Source: an optimization exercise on an open RTL-to-GDS flow (aim: small area, a short achievable clock period and few clock cycles per item). Production flows keep margins and buffers that such runs may drop. In this exercise RTL edits were held to simulation tests only and were not proved equivalent to the original.

==> 01-25: inputs <==
// serial_multiplier
module serial_multiplier (
    input  logic        clk,
    input  logic        rst,
    input  logic        start,
    input  logic [2:0]  funct3,         
    input  logic [31:0] A,
    input  logic [31:0] B,
    output logic [63:0] result_64,      
    output logic [31:0] result,         
    output logic        ready,
    output logic        stall
);
==> flow/config.mk <==
export PLATFORM = sky130hd
export DESIGN_NAME = serial_multiplier
export DESIGN_NICKNAME = serial_multiplier
export VERILOG_FILES = /design/flow/design.v
export SDC_FILE = /design/flow/constraint.sdc
export NUM_CORES = 4
export LEC_CHECK = 0
export CAP_MARGIN = 20
export CORE_MARGIN = 2
export CORE_UTILIZATION = 50
export SETUP_SLACK_MARGIN = 1.2
export SLEW_MARGIN = 20
export SYNTH_HIERARCHICAL = 1
export SYNTH_MINIMUM_KEEP_SIZE = 0
==> flow/constraint.sdc <==
create_clock -name core_clock -period 5.5 [get_ports {clk}]
set_input_delay 1.1000 -clock core_clock [delete_from_list [all_inputs] [get_ports {clk}]]
set_output_delay 1.1000 -clock core_clock [all_outputs]
set_load 0.01 [all_outputs]
standard.sh (not shown) runs the stock make flow with config.mk's settings and CLKGATE_MAP_FILE= SYNTH_SCRIPT=/design/flow/synth_recipe.tcl, a recipe that flattens the netlist after the stock synthesis.
==> flow/flow/run.sh <==
#!/bin/bash
# Own layout flow: the standard flow, with two placement/sizing knobs changed.
# - the port buffers are buf_1 cells (the standard flow's buffer_ports picks a
#   delay buffer, clkdlybuf4s50_1, for every port);
# - the resizer may change a cell to one with another footprint (the platform
#   sets MATCH_CELL_FOOTPRINT=1), so a flip-flop can be upsized.
# Synthesis is the standard synthesis, unchanged.
set -euo pipefail
bash standard.sh synth > flow_synth.log 2>&1
sed -e 's|^make -C |make MATCH_CELL_FOOTPRINT=0 "BUFFER_PORTS_ARGS=-buffer_cell sky130_fd_sc_hd__buf_1" -C |' standard.sh > layout.sh
grep -q 'MATCH_CELL_FOOTPRINT=0' layout.sh
bash layout.sh finish > flow_layout.log 2>&1
==> 11-26: changes against 01-25 <==
--- a/flow/design.v
+++ b/flow/design.v
@@ -10,15 +10,14 @@
     output logic [31:0] result,         
     output logic        ready,
     output logic        stall
 );
     logic        busy;
     logic [32:0] a;                     
     logic [7:0]  one, two, neg;         
-    logic [7:0]  one_h, two_h, neg_h;   
     logic        d16;                   
     logic        hi_sel;                
     logic [33:0] hs, hc;                
     logic [15:0] lo_s, lo_c;            
     logic [0:0]  cnt;
     logic        first;                 
     logic        xg;                    
@@ -38,38 +37,22 @@
     endfunction
     function automatic logic [33:0] pprow(input logic o, input logic w, input logic n,
                                           input logic [32:0] m);
         logic [33:0] p;
         p = (({34{o}} & {m[32], m}) | ({34{w}} & {m, 1'b0})) ^ {34{n}};
         pprow = {~p[33], p[32:0]};
     endfunction
-    wire [33:0] uh0 = pprow(one_h[0], two_h[0], neg_h[0], a);
-    wire [33:0] ul0 = pprow(one[0], two[0], neg[0], a);
-    wire [33:0] u0 = {uh0[33:17], ul0[16:0]};
-    wire [33:0] uh1 = pprow(one_h[1], two_h[1], neg_h[1], a);
-    wire [33:0] ul1 = pprow(one[1], two[1], neg[1], a);
-    wire [33:0] u1 = {uh1[33:17], ul1[16:0]};
-    wire [33:0] uh2 = pprow(one_h[2], two_h[2], neg_h[2], a);
-    wire [33:0] ul2 = pprow(one[2], two[2], neg[2], a);
-    wire [33:0] u2 = {uh2[33:17], ul2[16:0]};
-    wire [33:0] uh3 = pprow(one_h[3], two_h[3], neg_h[3], a);
-    wire [33:0] ul3 = pprow(one[3], two[3], neg[3], a);
-    wire [33:0] u3 = {uh3[33:17], ul3[16:0]};
-    wire [33:0] uh4 = pprow(one_h[4], two_h[4], neg_h[4], a);
-    wire [33:0] ul4 = pprow(one[4], two[4], neg[4], a);
-    wire [33:0] u4 = {uh4[33:17], ul4[16:0]};
-    wire [33:0] uh5 = pprow(one_h[5], two_h[5], neg_h[5], a);
-    wire [33:0] ul5 = pprow(one[5], two[5], neg[5], a);
-    wire [33:0] u5 = {uh5[33:17], ul5[16:0]};
-    wire [33:0] uh6 = pprow(one_h[6], two_h[6], neg_h[6], a);
-    wire [33:0] ul6 = pprow(one[6], two[6], neg[6], a);
-    wire [33:0] u6 = {uh6[33:17], ul6[16:0]};
-    wire [33:0] uh7 = pprow(one_h[7], two_h[7], neg_h[7], a);
-    wire [33:0] ul7 = pprow(one[7], two[7], neg[7], a);
-    wire [33:0] u7 = {uh7[33:17], ul7[16:0]};
+    wire [33:0] u0 = pprow(one[0], two[0], neg[0], a);
+    wire [33:0] u1 = pprow(one[1], two[1], neg[1], a);
+    wire [33:0] u2 = pprow(one[2], two[2], neg[2], a);
+    wire [33:0] u3 = pprow(one[3], two[3], neg[3], a);
+    wire [33:0] u4 = pprow(one[4], two[4], neg[4], a);
+    wire [33:0] u5 = pprow(one[5], two[5], neg[5], a);
+    wire [33:0] u6 = pprow(one[6], two[6], neg[6], a);
+    wire [33:0] u7 = pprow(one[7], two[7], neg[7], a);
     wire [32:0] xr = a & {33{xg}};
     wire [32:0] ux = {~xr[32], xr[31:0]};
     wire [33:0] hs_in = hs & {34{~first}};
     wire [33:0] hc_in = hc & {34{~first}};
     logic [49:0] cs_s, cs_c;
     wire fs0, fc0, fs1, fc1, fs2, fc2, fs3, fc3, fs4, fc4, fs5, fc5, fs6, fc6, fs7, fc7, fs8, fc8, fs9, fc9, fs10, fc10, fs11, fc11, fs12, fc12, fs13, fc13, fs14, fc14, fs15, fc15, fs16, fc16, fs17, fc17, fs18, fc18, fs19, fc19, fs20, fc20, fs21, fc21, fs22, fc22, fs23, fc23, fs24, fc24, fs25, fc25, fs26, fc26, fs27, fc27, fs28, fc28, fs29, fc29, fs30, fc30, fs31, fc31, fs32, fc32, fs33, fc33, fs34, fc34, fs35, fc35, fs36, fc36, fs37, fc37, fs38, fc38, fs39, fc39, fs40, fc40, fs41, fc41, fs42, fc42, fs43, fc43, fs44, fc44, fs45, fc45, fs46, fc46, fs47, fc47, fs48, fc48, fs49, fc49, fs50, fc50, fs51, fc51, fs52, fc52, fs53, fc53, fs54, fc54, fs55, fc55, fs56, fc56, fs57, fc57, fs58, fc58, fs59, fc59, fs60, fc60, fs61, fc61, fs62, fc62, fs63, fc63, fs64, fc64, fs65, fc65, fs66, fc66, fs67, fc67, fs68, fc68, fs69, fc69, fs70, fc70, fs71, fc71, fs72, fc72, fs73, fc73, fs74, fc74, fs75, fc75, fs76, fc76, fs77, fc77, fs78, fc78, fs79, fc79, fs80, fc80, fs81, fc81, fs82, fc82, fs83, fc83, fs84, fc84, fs85, fc85, fs86, fc86, fs87, fc87, fs88, fc88, fs89, fc89, fs90, fc90, fs91, fc91, fs92, fc92, fs93, fc93, fs94, fc94, fs95, fc95, fs96, fc96, fs97, fc97, fs98, fc98, fs99, fc99, fs100, fc100, fs101, fc101, fs102, fc102, fs103, fc103, fs104, fc104, fs105, fc105, fs106, fc106, fs107, fc107, fs108, fc108, fs109, fc109, fs110, fc110, fs111, fc111, fs112, fc112, fs113, fc113, fs114, fc114, fs115, fc115, fs116, fc116, fs117, fc117, fs118, fc118, fs119, fc119, fs120, fc120, fs121, fc121, fs122, fc122, fs123, fc123, fs124, fc124, fs125, fc125, fs126, fc126, fs127, fc127, fs128, fc128, fs129, fc129, fs130, fc130, fs131, fc131, fs132, fc132, fs133, fc133, fs134, fc134, fs135, fc135, fs136, fc136, fs137, fc137, fs138, fc138, fs139, fc139, fs140, fc140, fs141, fc141, fs142, fc142, fs143, fc143, fs144, fc144, fs145, fc145, fs146, fc146, fs147, fc147, fs148, fc148, fs149, fc149, fs150, fc150, fs151, fc151, fs152, fc152, fs153, fc153, fs154, fc154, fs155, fc155, fs156, fc156, fs157, fc157, fs158, fc158, fs159, fc159, fs160, fc160, fs161, fc161, fs162, fc162, fs163, fc163, fs164, fc164, fs165, fc165, fs166, fc166, fs167, fc167, fs168, fc168, fs169, fc169, fs170, fc170, fs171, fc171, fs172, fc172, fs173, fc173, fs174, fc174, fs175, fc175, fs176, fc176, fs177, fc177, fs178, fc178, fs179, fc179, fs180, fc180, fs181, fc181, fs182, fc182, fs183, fc183, fs184, fc184, fs185, fc185, fs186, fc186, fs187, fc187, fs188, fc188, fs189, fc189, fs190, fc190, fs191, fc191, fs192, fc192, fs193, fc193, fs194, fc194, fs195, fc195, fs196, fc196, fs197, fc197, fs198, fc198, fs199, fc199, fs200, fc200, fs201, fc201, fs202, fc202, fs203, fc203, fs204, fc204, fs205, fc205, fs206, fc206, fs207, fc207, fs208, fc208, fs209, fc209, fs210, fc210, fs211, fc211, fs212, fc212, fs213, fc213, fs214, fc214, fs215, fc215, fs216, fc216, fs217, fc217, fs218, fc218, fs219, fc219, fs220, fc220, fs221, fc221, fs222, fc222, fs223, fc223, fs224, fc224, fs225, fc225, fs226, fc226, fs227, fc227, fs228, fc228, fs229, fc229, fs230, fc230, fs231, fc231, fs232, fc232, fs233, fc233, fs234, fc234, fs235, fc235, fs236, fc236, fs237, fc237, fs238, fc238, fs239, fc239, fs240, fc240, fs241, fc241, fs242, fc242, fs243, fc243, fs244, fc244, fs245, fc245, fs246, fc246, fs247, fc247, fs248, fc248, fs249, fc249, fs250, fc250, fs251, fc251, fs252, fc252, fs253, fc253, fs254, fc254, fs255, fc255, fs256, fc256, fs257, fc257, fs258, fc258, fs259, fc259, fs260, fc260, fs261, fc261, fs262, fc262, fs263, fc263, fs264, fc264, fs265, fc265, fs266, fc266, fs267, fc267, fs268, fc268, fs269, fc269, fs270, fc270, fs271, fc271, fs272, fc272, fs273, fc273, fs274, fc274, fs275, fc275, fs276, fc276, fs277, fc277, fs278, fc278, fs279, fc279, fs280, fc280, fs281, fc281, fs282, fc282, fs283, fc283, fs284, fc284, fs285, fc285, fs286, fc286, fs287, fc287, fs288, fc288, fs289, fc289, fs290, fc290, fs291, fc291, fs292, fc292, fs293, fc293, fs294, fc294, fs295, fc295, fs296, fc296, fs297, fc297, fs298, fc298, fs299, fc299, fs300, fc300;
     wire has0, hac0, has1, hac1, has2, hac2, has3, hac3, has4, hac4, has5, hac5, has6, hac6, has7, hac7, has8, hac8, has9, hac9, has10, hac10, has11, hac11, has12, hac12, has13, hac13, has14, hac14;
@@ -500,16 +483,17 @@
     assign cs_c[46] = has14;
     assign cs_s[47] = hac14;
     assign cs_c[47] = fs300;
     assign cs_s[48] = ux[32];
     assign cs_c[48] = fc300;
     assign cs_s[49] = 1'b0;
     assign cs_c[49] = 1'b0;
+    wire [17:0] lo_w = {1'b0, lo_s, 1'b1} + {1'b0, lo_c, cin};
+    wire [16:0] lo_sum = lo_w[17:1];
     wire [48:0] pw = {hs[31:0], lo_s, 1'b1} + {hc[31:0], lo_c, cin};
-    wire [16:0] lo_sum = {pw[17] ^ hs[0] ^ hc[0], pw[16:1]};
     assign result_64 = {pw[48:1], l[16:1]};
     assign result    = hi_sel ? result_64[63:32] : result_64[31:0];
     assign stall     = busy;
     always_ff @(posedge clk or posedge rst) begin
         if (rst) begin
             busy  <= 1'b0;
             ready <= 1'b0;
@@ -527,20 +511,17 @@
         hc    <= cs_c[49:16];
         lo_s  <= cs_s[15:0];
         lo_c  <= cs_c[15:0];
         cin   <= ~first & lo_sum[16];
         if (busy) begin
             l <= {lo_sum[15:0], l[16:16]};
             {neg, two, one} <= booth(l[16:0]);
-            {neg_h, two_h, one_h} <= booth(l[16:0]);
         end else begin
             l <= B[31:15];
             {neg, two, one} <= booth({B[15:0], 1'b0});
-            if (start)
-                {neg_h, two_h, one_h} <= booth({B[15:0], 1'b0});
             a      <= {a_sgn & A[31], A};
             d16    <= ~b_sgn & B[31];
             hi_sel <= ~funct3[2] & (funct3[1] | funct3[0]);
         end
     end
 endmodule
 module serial_multiplier_fa (
==> flow/run.sh (new file) <==
#!/bin/bash
# synth_recipe.tcl (not shown) runs the flow's synth.tcl, then flattens the netlist and writes it again
# the make line also repeats each setting of config.mk as NAME=value (left out here)
make -C /OpenROAD-flow-scripts/flow DESIGN_CONFIG=/design/flow/config.mk WORK_HOME=/design/flow/orfs CLKGATE_MAP_FILE= SYNTH_SCRIPT=/design/flow/synth_recipe.tcl finish
removed: flow/flow/run.sh
removed: flow/standard.sh
==> 10-14: changes against 01-25 <==
--- a/flow/design.v
+++ b/flow/design.v
@@ -10,15 +10,14 @@
     output logic [31:0] result,         
     output logic        ready,
     output logic        stall
 );
     logic        busy;
     logic [32:0] a;                     
     logic [7:0]  one, two, neg;         
-    logic [7:0]  one_h, two_h, neg_h;   
     logic        d16;                   
     logic        hi_sel;                
     logic [33:0] hs, hc;                
     logic [15:0] lo_s, lo_c;            
     logic [0:0]  cnt;
     logic        first;                 
     logic        xg;                    
@@ -38,38 +37,22 @@
     endfunction
     function automatic logic [33:0] pprow(input logic o, input logic w, input logic n,
                                           input logic [32:0] m);
         logic [33:0] p;
         p = (({34{o}} & {m[32], m}) | ({34{w}} & {m, 1'b0})) ^ {34{n}};
         pprow = {~p[33], p[32:0]};
     endfunction
-    wire [33:0] uh0 = pprow(one_h[0], two_h[0], neg_h[0], a);
-    wire [33:0] ul0 = pprow(one[0], two[0], neg[0], a);
-    wire [33:0] u0 = {uh0[33:17], ul0[16:0]};
-    wire [33:0] uh1 = pprow(one_h[1], two_h[1], neg_h[1], a);
-    wire [33:0] ul1 = pprow(one[1], two[1], neg[1], a);
-    wire [33:0] u1 = {uh1[33:17], ul1[16:0]};
-    wire [33:0] uh2 = pprow(one_h[2], two_h[2], neg_h[2], a);
-    wire [33:0] ul2 = pprow(one[2], two[2], neg[2], a);
-    wire [33:0] u2 = {uh2[33:17], ul2[16:0]};
-    wire [33:0] uh3 = pprow(one_h[3], two_h[3], neg_h[3], a);
-    wire [33:0] ul3 = pprow(one[3], two[3], neg[3], a);
-    wire [33:0] u3 = {uh3[33:17], ul3[16:0]};
-    wire [33:0] uh4 = pprow(one_h[4], two_h[4], neg_h[4], a);
-    wire [33:0] ul4 = pprow(one[4], two[4], neg[4], a);
-    wire [33:0] u4 = {uh4[33:17], ul4[16:0]};
-    wire [33:0] uh5 = pprow(one_h[5], two_h[5], neg_h[5], a);
-    wire [33:0] ul5 = pprow(one[5], two[5], neg[5], a);
-    wire [33:0] u5 = {uh5[33:17], ul5[16:0]};
-    wire [33:0] uh6 = pprow(one_h[6], two_h[6], neg_h[6], a);
-    wire [33:0] ul6 = pprow(one[6], two[6], neg[6], a);
-    wire [33:0] u6 = {uh6[33:17], ul6[16:0]};
-    wire [33:0] uh7 = pprow(one_h[7], two_h[7], neg_h[7], a);
-    wire [33:0] ul7 = pprow(one[7], two[7], neg[7], a);
-    wire [33:0] u7 = {uh7[33:17], ul7[16:0]};
+    wire [33:0] u0 = pprow(one[0], two[0], neg[0], a);
+    wire [33:0] u1 = pprow(one[1], two[1], neg[1], a);
+    wire [33:0] u2 = pprow(one[2], two[2], neg[2], a);
+    wire [33:0] u3 = pprow(one[3], two[3], neg[3], a);
+    wire [33:0] u4 = pprow(one[4], two[4], neg[4], a);
+    wire [33:0] u5 = pprow(one[5], two[5], neg[5], a);
+    wire [33:0] u6 = pprow(one[6], two[6], neg[6], a);
+    wire [33:0] u7 = pprow(one[7], two[7], neg[7], a);
     wire [32:0] xr = a & {33{xg}};
     wire [32:0] ux = {~xr[32], xr[31:0]};
     wire [33:0] hs_in = hs & {34{~first}};
     wire [33:0] hc_in = hc & {34{~first}};
     logic [49:0] cs_s, cs_c;
     wire fs0, fc0, fs1, fc1, fs2, fc2, fs3, fc3, fs4, fc4, fs5, fc5, fs6, fc6, fs7, fc7, fs8, fc8, fs9, fc9, fs10, fc10, fs11, fc11, fs12, fc12, fs13, fc13, fs14, fc14, fs15, fc15, fs16, fc16, fs17, fc17, fs18, fc18, fs19, fc19, fs20, fc20, fs21, fc21, fs22, fc22, fs23, fc23, fs24, fc24, fs25, fc25, fs26, fc26, fs27, fc27, fs28, fc28, fs29, fc29, fs30, fc30, fs31, fc31, fs32, fc32, fs33, fc33, fs34, fc34, fs35, fc35, fs36, fc36, fs37, fc37, fs38, fc38, fs39, fc39, fs40, fc40, fs41, fc41, fs42, fc42, fs43, fc43, fs44, fc44, fs45, fc45, fs46, fc46, fs47, fc47, fs48, fc48, fs49, fc49, fs50, fc50, fs51, fc51, fs52, fc52, fs53, fc53, fs54, fc54, fs55, fc55, fs56, fc56, fs57, fc57, fs58, fc58, fs59, fc59, fs60, fc60, fs61, fc61, fs62, fc62, fs63, fc63, fs64, fc64, fs65, fc65, fs66, fc66, fs67, fc67, fs68, fc68, fs69, fc69, fs70, fc70, fs71, fc71, fs72, fc72, fs73, fc73, fs74, fc74, fs75, fc75, fs76, fc76, fs77, fc77, fs78, fc78, fs79, fc79, fs80, fc80, fs81, fc81, fs82, fc82, fs83, fc83, fs84, fc84, fs85, fc85, fs86, fc86, fs87, fc87, fs88, fc88, fs89, fc89, fs90, fc90, fs91, fc91, fs92, fc92, fs93, fc93, fs94, fc94, fs95, fc95, fs96, fc96, fs97, fc97, fs98, fc98, fs99, fc99, fs100, fc100, fs101, fc101, fs102, fc102, fs103, fc103, fs104, fc104, fs105, fc105, fs106, fc106, fs107, fc107, fs108, fc108, fs109, fc109, fs110, fc110, fs111, fc111, fs112, fc112, fs113, fc113, fs114, fc114, fs115, fc115, fs116, fc116, fs117, fc117, fs118, fc118, fs119, fc119, fs120, fc120, fs121, fc121, fs122, fc122, fs123, fc123, fs124, fc124, fs125, fc125, fs126, fc126, fs127, fc127, fs128, fc128, fs129, fc129, fs130, fc130, fs131, fc131, fs132, fc132, fs133, fc133, fs134, fc134, fs135, fc135, fs136, fc136, fs137, fc137, fs138, fc138, fs139, fc139, fs140, fc140, fs141, fc141, fs142, fc142, fs143, fc143, fs144, fc144, fs145, fc145, fs146, fc146, fs147, fc147, fs148, fc148, fs149, fc149, fs150, fc150, fs151, fc151, fs152, fc152, fs153, fc153, fs154, fc154, fs155, fc155, fs156, fc156, fs157, fc157, fs158, fc158, fs159, fc159, fs160, fc160, fs161, fc161, fs162, fc162, fs163, fc163, fs164, fc164, fs165, fc165, fs166, fc166, fs167, fc167, fs168, fc168, fs169, fc169, fs170, fc170, fs171, fc171, fs172, fc172, fs173, fc173, fs174, fc174, fs175, fc175, fs176, fc176, fs177, fc177, fs178, fc178, fs179, fc179, fs180, fc180, fs181, fc181, fs182, fc182, fs183, fc183, fs184, fc184, fs185, fc185, fs186, fc186, fs187, fc187, fs188, fc188, fs189, fc189, fs190, fc190, fs191, fc191, fs192, fc192, fs193, fc193, fs194, fc194, fs195, fc195, fs196, fc196, fs197, fc197, fs198, fc198, fs199, fc199, fs200, fc200, fs201, fc201, fs202, fc202, fs203, fc203, fs204, fc204, fs205, fc205, fs206, fc206, fs207, fc207, fs208, fc208, fs209, fc209, fs210, fc210, fs211, fc211, fs212, fc212, fs213, fc213, fs214, fc214, fs215, fc215, fs216, fc216, fs217, fc217, fs218, fc218, fs219, fc219, fs220, fc220, fs221, fc221, fs222, fc222, fs223, fc223, fs224, fc224, fs225, fc225, fs226, fc226, fs227, fc227, fs228, fc228, fs229, fc229, fs230, fc230, fs231, fc231, fs232, fc232, fs233, fc233, fs234, fc234, fs235, fc235, fs236, fc236, fs237, fc237, fs238, fc238, fs239, fc239, fs240, fc240, fs241, fc241, fs242, fc242, fs243, fc243, fs244, fc244, fs245, fc245, fs246, fc246, fs247, fc247, fs248, fc248, fs249, fc249, fs250, fc250, fs251, fc251, fs252, fc252, fs253, fc253, fs254, fc254, fs255, fc255, fs256, fc256, fs257, fc257, fs258, fc258, fs259, fc259, fs260, fc260, fs261, fc261, fs262, fc262, fs263, fc263, fs264, fc264, fs265, fc265, fs266, fc266, fs267, fc267, fs268, fc268, fs269, fc269, fs270, fc270, fs271, fc271, fs272, fc272, fs273, fc273, fs274, fc274, fs275, fc275, fs276, fc276, fs277, fc277, fs278, fc278, fs279, fc279, fs280, fc280, fs281, fc281, fs282, fc282, fs283, fc283, fs284, fc284, fs285, fc285, fs286, fc286, fs287, fc287, fs288, fc288, fs289, fc289, fs290, fc290, fs291, fc291, fs292, fc292, fs293, fc293, fs294, fc294, fs295, fc295, fs296, fc296, fs297, fc297, fs298, fc298, fs299, fc299, fs300, fc300;
     wire has0, hac0, has1, hac1, has2, hac2, has3, hac3, has4, hac4, has5, hac5, has6, hac6, has7, hac7, has8, hac8, has9, hac9, has10, hac10, has11, hac11, has12, hac12, has13, hac13, has14, hac14;
@@ -500,16 +483,17 @@
     assign cs_c[46] = has14;
     assign cs_s[47] = hac14;
     assign cs_c[47] = fs300;
     assign cs_s[48] = ux[32];
     assign cs_c[48] = fc300;
     assign cs_s[49] = 1'b0;
     assign cs_c[49] = 1'b0;
+    wire [17:0] lo_w = {1'b0, lo_s, 1'b1} + {1'b0, lo_c, cin};
+    wire [16:0] lo_sum = lo_w[17:1];
     wire [48:0] pw = {hs[31:0], lo_s, 1'b1} + {hc[31:0], lo_c, cin};
-    wire [16:0] lo_sum = {pw[17] ^ hs[0] ^ hc[0], pw[16:1]};
     assign result_64 = {pw[48:1], l[16:1]};
     assign result    = hi_sel ? result_64[63:32] : result_64[31:0];
     assign stall     = busy;
     always_ff @(posedge clk or posedge rst) begin
         if (rst) begin
             busy  <= 1'b0;
             ready <= 1'b0;
@@ -527,20 +511,17 @@
         hc    <= cs_c[49:16];
         lo_s  <= cs_s[15:0];
         lo_c  <= cs_c[15:0];
         cin   <= ~first & lo_sum[16];
         if (busy) begin
             l <= {lo_sum[15:0], l[16:16]};
             {neg, two, one} <= booth(l[16:0]);
-            {neg_h, two_h, one_h} <= booth(l[16:0]);
         end else begin
             l <= B[31:15];
             {neg, two, one} <= booth({B[15:0], 1'b0});
-            if (start)
-                {neg_h, two_h, one_h} <= booth({B[15:0], 1'b0});
             a      <= {a_sgn & A[31], A};
             d16    <= ~b_sgn & B[31];
             hi_sel <= ~funct3[2] & (funct3[1] | funct3[0]);
         end
     end
 endmodule
 module serial_multiplier_fa (
- CTS_CLUSTER_DIAMETER: not set -> 100
- CTS_CLUSTER_SIZE: not set -> 30
==> comparison table <==
metric	01-25	10-14	11-26
Post-route core utilization	58.5%	56.9%	61.7%
Y dimension of the die	208 um	204 um	204 um
Result of the run	complete, no violations	complete, no violations	complete, no violations
Drt first pass iters	6	6	5
Worst reg2reg path endpoint	hs[3]	hs[3]	hs[16]
Top cell type's share of synthesized area	29.1%	30.3%	30.3%
WHS Endpoint	-	cnt	cnt
Synth Area in Compound Gates	15.6%	16.0%	16.0%
Total Wirelength	70300 um	68700 um	71200 um
Clock skew after layout	0.0247 ns	0.0132 ns	0.0203 ns
# fillers	3477	3413	3300
Area delta synth->final	15.3%	12.8%	22.2%
Grt met2 use	52.3%	54.4%	59.6%
Path category of the worst min-delay check	in2async	reg2reg	reg2reg
Testbench counts of 01-25, summed over its fixed seeds: cycles 9,608, items 3,200.
Testbench counts of 11-26, summed over its fixed seeds: cycles 9,608, items 3,200.
Testbench counts of 10-14, summed over its fixed seeds: cycles 9,608, items 3,200.

-- static timing again, ports no longer ideal --
No port has a modelled driver above. Below, the same layouts with a new extraction and two added sets of constraints.
Step 1 (the two cells are an assumption about what drives the block):
set clk [get_ports {clk}]
set_driving_cell -lib_cell sky130_fd_sc_hd__clkbuf_16 $clk
set_driving_cell -lib_cell sky130_fd_sc_hd__buf_2 [delete_from_list [all_inputs] $clk]
Step 2 times the ports against the registers' clock, not the clock port: input delays grow and output delays shrink by t, the midpoint of the rising clock arrivals with the driver on.
Three values: no drivers, after step 1, after step 2; two values: the first two.
run | shift t [ns] | slack for setup (ns) | clock arrival spread, ns | worst data-port slew with drivers (ns)
01-25 | 0.621 | 0.882 / 0.823 / 1.301 | 0.026 / 0.025 | 0.06
11-26 | 0.524 | 1.034 / 0.972 / 1.301 | 0.021 / 0.021 | 0.05
10-14 | 0.526 | 1.111 / 1.055 / 1.277 | 0.014 / 0.013 | 0.05
After both steps setup and hold are still met in every run listed.
